Source: an optimization exercise on an open RTL-to-GDS flow (aim: small area and a short achievable clock period). Production flows keep margins and buffers that such runs may drop.
Function was checked by simulation only, so behaviour that the tests miss may differ from the original.

Setup of JK:
// pbit_lattice
module pbit_lattice (
    input  wire        clk,
    input  wire        rst,         
    input  wire        run,         
    input  wire [31:0] seed_mix,    
    input  wire        cfg_we,      
    input  wire [6:0]  cfg_addr,    
    input  wire [5:0]  cfg_wdata,   
    output wire [26:0] s            
);
localparam L = 3;
localparam N = L*L*L;
localparam [N*RNG_bit_width-1:0] SEEDS = {
        32'h55724a8a,
        32'hafa2d07c,
        32'h1121a14d,
        32'h8fde5639,
        32'h132a29cf,
        32'h27cd95a0,
        32'h26af91d1,
        32'ha71dba49,
        32'h5552da89,
        32'hdab4fcb8,
        32'h093f36eb,
        32'h8eca7365,
        32'h7965c0fe,
        32'h4d317c68,
        32'h022dd18d,
        32'h3c7ba9e3,
        32'h8be9794d,
        32'h3c95ad20,
        32'h819ed6b6,
        32'he7158a80,
        32'h21f64544,
        32'he06c85af,
        32'hbaec4ef7,
        32'h02ff349d,
        32'h4f876aa3,
        32'h9c2b9d9f,
        32'h2ae75e2e
};
reg [2:0] ph;
always @(posedge clk) begin
    if (rst) ph <= 3'b001;
    else ph <= {ph[1:0], ph[2]};
end
reg [j_bit_width-1:0]   Js [0:3*N-1];    
reg [h_bit_width-1:0]   hs [0:N-1];
reg [RNG_bit_width-1:0] rs [0:N-1];
reg [N-1:0]             ss0, ss1, ss2;
wire [4*N-1:0] dec;
genvar a;
generate
for (a = 0; a < 4*N; a = a + 1) begin : gdec
    assign dec[a] = cfg_we && (cfg_addr == a);
end
endgenerate
wire [5:0] wd0 = rst ? 6'd0 : cfg_wdata;
wire [5:0] wd1 = ~wd0;
wire [31:0] rmixn1 = ~({32{rst}} & seed_mix);    
wire [31:0] rmixn0 = ~({32{rst}} & ~seed_mix);   
  ...
clock: 10.0 ns
lec_check: 0
cap_margin: 20
core_margin: 2
core_utilization: 55
cts_cluster_diameter: 80
cts_cluster_size: 24
place_density: 0.7
slew_margin: 20
synth_hierarchical: 1
synth_minimum_keep_size: 0
tns_end_percent: 10
standard.sh (not shown) runs the stock make flow with config.mk's settings and CLKGATE_MAP_FILE= SYNTH_SCRIPT=/design/flow/synth_recipe.tcl, a recipe that flattens the netlist after the stock synthesis.
==> flow/flow/run.sh <==
#!/bin/bash
# The standard layout (the standard.sh, unchanged synthesis and steps),
# with timing repair aimed at a 4 ns period: setup slack margin 6 ns against
# the design's 10 ns clock. All of make's output goes to standard.log.
set -euo pipefail
bash standard.sh SETUP_SLACK_MARGIN=6 finish > standard.log 2>&1
JK reached the end of the flow, and the finished layout is clean on the timing, design-rule and antenna checks.
> inputs changed (JK -> MS)
==> flow/run.sh (new file) <==
#!/bin/bash
# synth_recipe.tcl (not shown) runs the flow's synth.tcl, then flattens the netlist and writes it again
# the make line also repeats each setting of config.mk as NAME=value (left out here)
make -C /OpenROAD-flow-scripts/flow DESIGN_CONFIG=/design/flow/config.mk WORK_HOME=/design/flow/orfs CLKGATE_MAP_FILE= SYNTH_SCRIPT=/design/flow/synth_recipe.tcl finish
--- a/flow/config.mk
+++ b/flow/config.mk
@@ -9,9 +9,8 @@
 export CORE_MARGIN = 2
 export CORE_UTILIZATION = 55
-export CTS_CLUSTER_DIAMETER = 80
-export CTS_CLUSTER_SIZE = 24
-export PLACE_DENSITY = 0.7
+export CTS_CLUSTER_DIAMETER = 100
+export CTS_CLUSTER_SIZE = 30
+export SETUP_SLACK_MARGIN = 5
 export SLEW_MARGIN = 20
 export SYNTH_HIERARCHICAL = 1
 export SYNTH_MINIMUM_KEEP_SIZE = 0
-export TNS_END_PERCENT = 10
removed: flow/flow/run.sh
removed: flow/standard.sh
--- outcome ---
MS ran to completion and came out clean on the timing, design-rule and antenna checks.
Compared to JK, MS shows a narrower setup margin.
Delta (MS minus JK): minimum period implied by the final worst setup slack went up by 0.39 ns.
The met2 wirelength from detailed routing reported for MS is smaller than that of JK by about 2%.
Edits applied to the flow inputs when going from MS to AL:
--- a/flow/config.mk
+++ b/flow/config.mk
@@ -8,7 +8,7 @@
 export CAP_MARGIN = 20
 export CORE_MARGIN = 2
-export CORE_UTILIZATION = 55
-export CTS_CLUSTER_DIAMETER = 100
-export CTS_CLUSTER_SIZE = 30
+export CORE_UTILIZATION = 65
+export CTS_CLUSTER_DIAMETER = 80
+export CTS_CLUSTER_SIZE = 24
 export SETUP_SLACK_MARGIN = 5
 export SLEW_MARGIN = 20
Findings:
- Taking MS as the reference, in AL timing-limited maximum frequency down about 2.5%; buffer count excluding the clock tree in the final layout shrank by 6; die area went down.
- The timing startpoint of the critical path comes out ph[2] in one run and rs[19][26] in the other, namely in AL and MS respectively.
--- input diff AL..TR ---
==> flow/flow/run.sh (new file) <==
#!/bin/bash
# The standard layout (the standard.sh, unchanged synthesis and steps),
# with timing repair aimed at a 4 ns period: setup slack margin 6 ns against
# the design's 10 ns clock. All of make's output goes to standard.log.
set -euo pipefail
bash standard.sh SETUP_SLACK_MARGIN=6 finish > standard.log 2>&1
==> flow/standard.sh (new file) <==
#!/bin/bash
# synth_recipe.tcl (not shown) runs the flow's synth.tcl, then flattens the netlist and writes it again
# the make line also repeats each setting of config.mk as NAME=value (left out here)
make -C /OpenROAD-flow-scripts/flow DESIGN_CONFIG=/design/flow/config.mk WORK_HOME=/design/flow/orfs CLKGATE_MAP_FILE= SYNTH_SCRIPT=/design/flow/synth_recipe.tcl "${@:-finish}"
--- a/flow/config.mk
+++ b/flow/config.mk
@@ -8,9 +8,9 @@
 export CAP_MARGIN = 20
 export CORE_MARGIN = 2
-export CORE_UTILIZATION = 65
+export CORE_UTILIZATION = 55
 export CTS_CLUSTER_DIAMETER = 80
 export CTS_CLUSTER_SIZE = 24
-export SETUP_SLACK_MARGIN = 5
 export SLEW_MARGIN = 20
 export SYNTH_HIERARCHICAL = 1
 export SYNTH_MINIMUM_KEEP_SIZE = 0
+export TNS_END_PERCENT = 10
removed: flow/run.sh
## What came out
The higher storage element area came out of TR. Of TR and AL, AL shows the higher utilization, with TR below it. [TR] number of buffers added for setup after CTS rose 139 relative to AL.
Relative to TR, the following input files were edited for PW:
==> flow/flow/run.sh <==
#!/bin/bash
# The standard layout (the standard.sh, unchanged synthesis and steps),
# with timing repair aimed at a 3.7 ns period: setup slack margin 6.3 ns against
# the design's 10 ns clock. All of make's output goes to standard.log.
set -euo pipefail
bash standard.sh SETUP_SLACK_MARGIN=6.3 finish > standard.log 2>&1
- met1 capacity usage during global routing ended up 0.52 points higher on PW than on TR.
- Comparing TR and PW, the lower net count reported at finish was measured on TR.
- met2 capacity usage during global routing for PW is lower than for TR.
- Of TR and PW, PW shows the lower worst path setup slack after routing, with TR above it.

re-timing with driven ports:
The flow's constraints put no driver on any port. The routed layouts listed below were extracted and timed again, unchanged, in two steps.
Step 1 (the two cells are an assumption about what drives the block):
set clk [get_ports {clk}]
set_driving_cell -lib_cell sky130_fd_sc_hd__clkbuf_16 $clk
set_driving_cell -lib_cell sky130_fd_sc_hd__buf_2 [delete_from_list [all_inputs] $clk]
Step 2, shift: input delay + t, output delay - t, t = (earliest + latest rising clock arrival at the registers) / 2. This alone moves slack from input paths to output paths.
a / b / c = ideal / step 1 / step 2; a / b = the first two.
run | shift t [ns] | setup slack, ns | hold WS [ns] | worst setup path at the end | latest minus earliest clock arrival (ns)
JK | 0.830 | 5.501 / 5.501 / 4.886 | 0.382 / 0.382 / 0.382 | input to register | 0.047 / 0.047
MS | 0.800 | 5.114 / 5.114 / 4.463 | 0.389 / 0.389 / 0.389 | input to register | 0.056 / 0.056
AL | 0.811 | 4.988 / 4.902 / 4.249 | 0.389 / 0.389 / 0.389 | input to register | 0.037 / 0.037
TR | 0.797 | 5.504 / 5.504 / 4.986 | 0.381 / 0.381 / 0.381 | input to register | 0.058 / 0.058
PW | 0.822 | 5.399 / 5.399 / 5.069 | 0.370 / 0.370 / 0.370 | input to register | 0.038 / 0.038
After both steps setup and hold are still met in every run listed. The setup slack of AL, which loses most, moves by -0.086 ns with the drivers and by -0.739 ns with both steps.
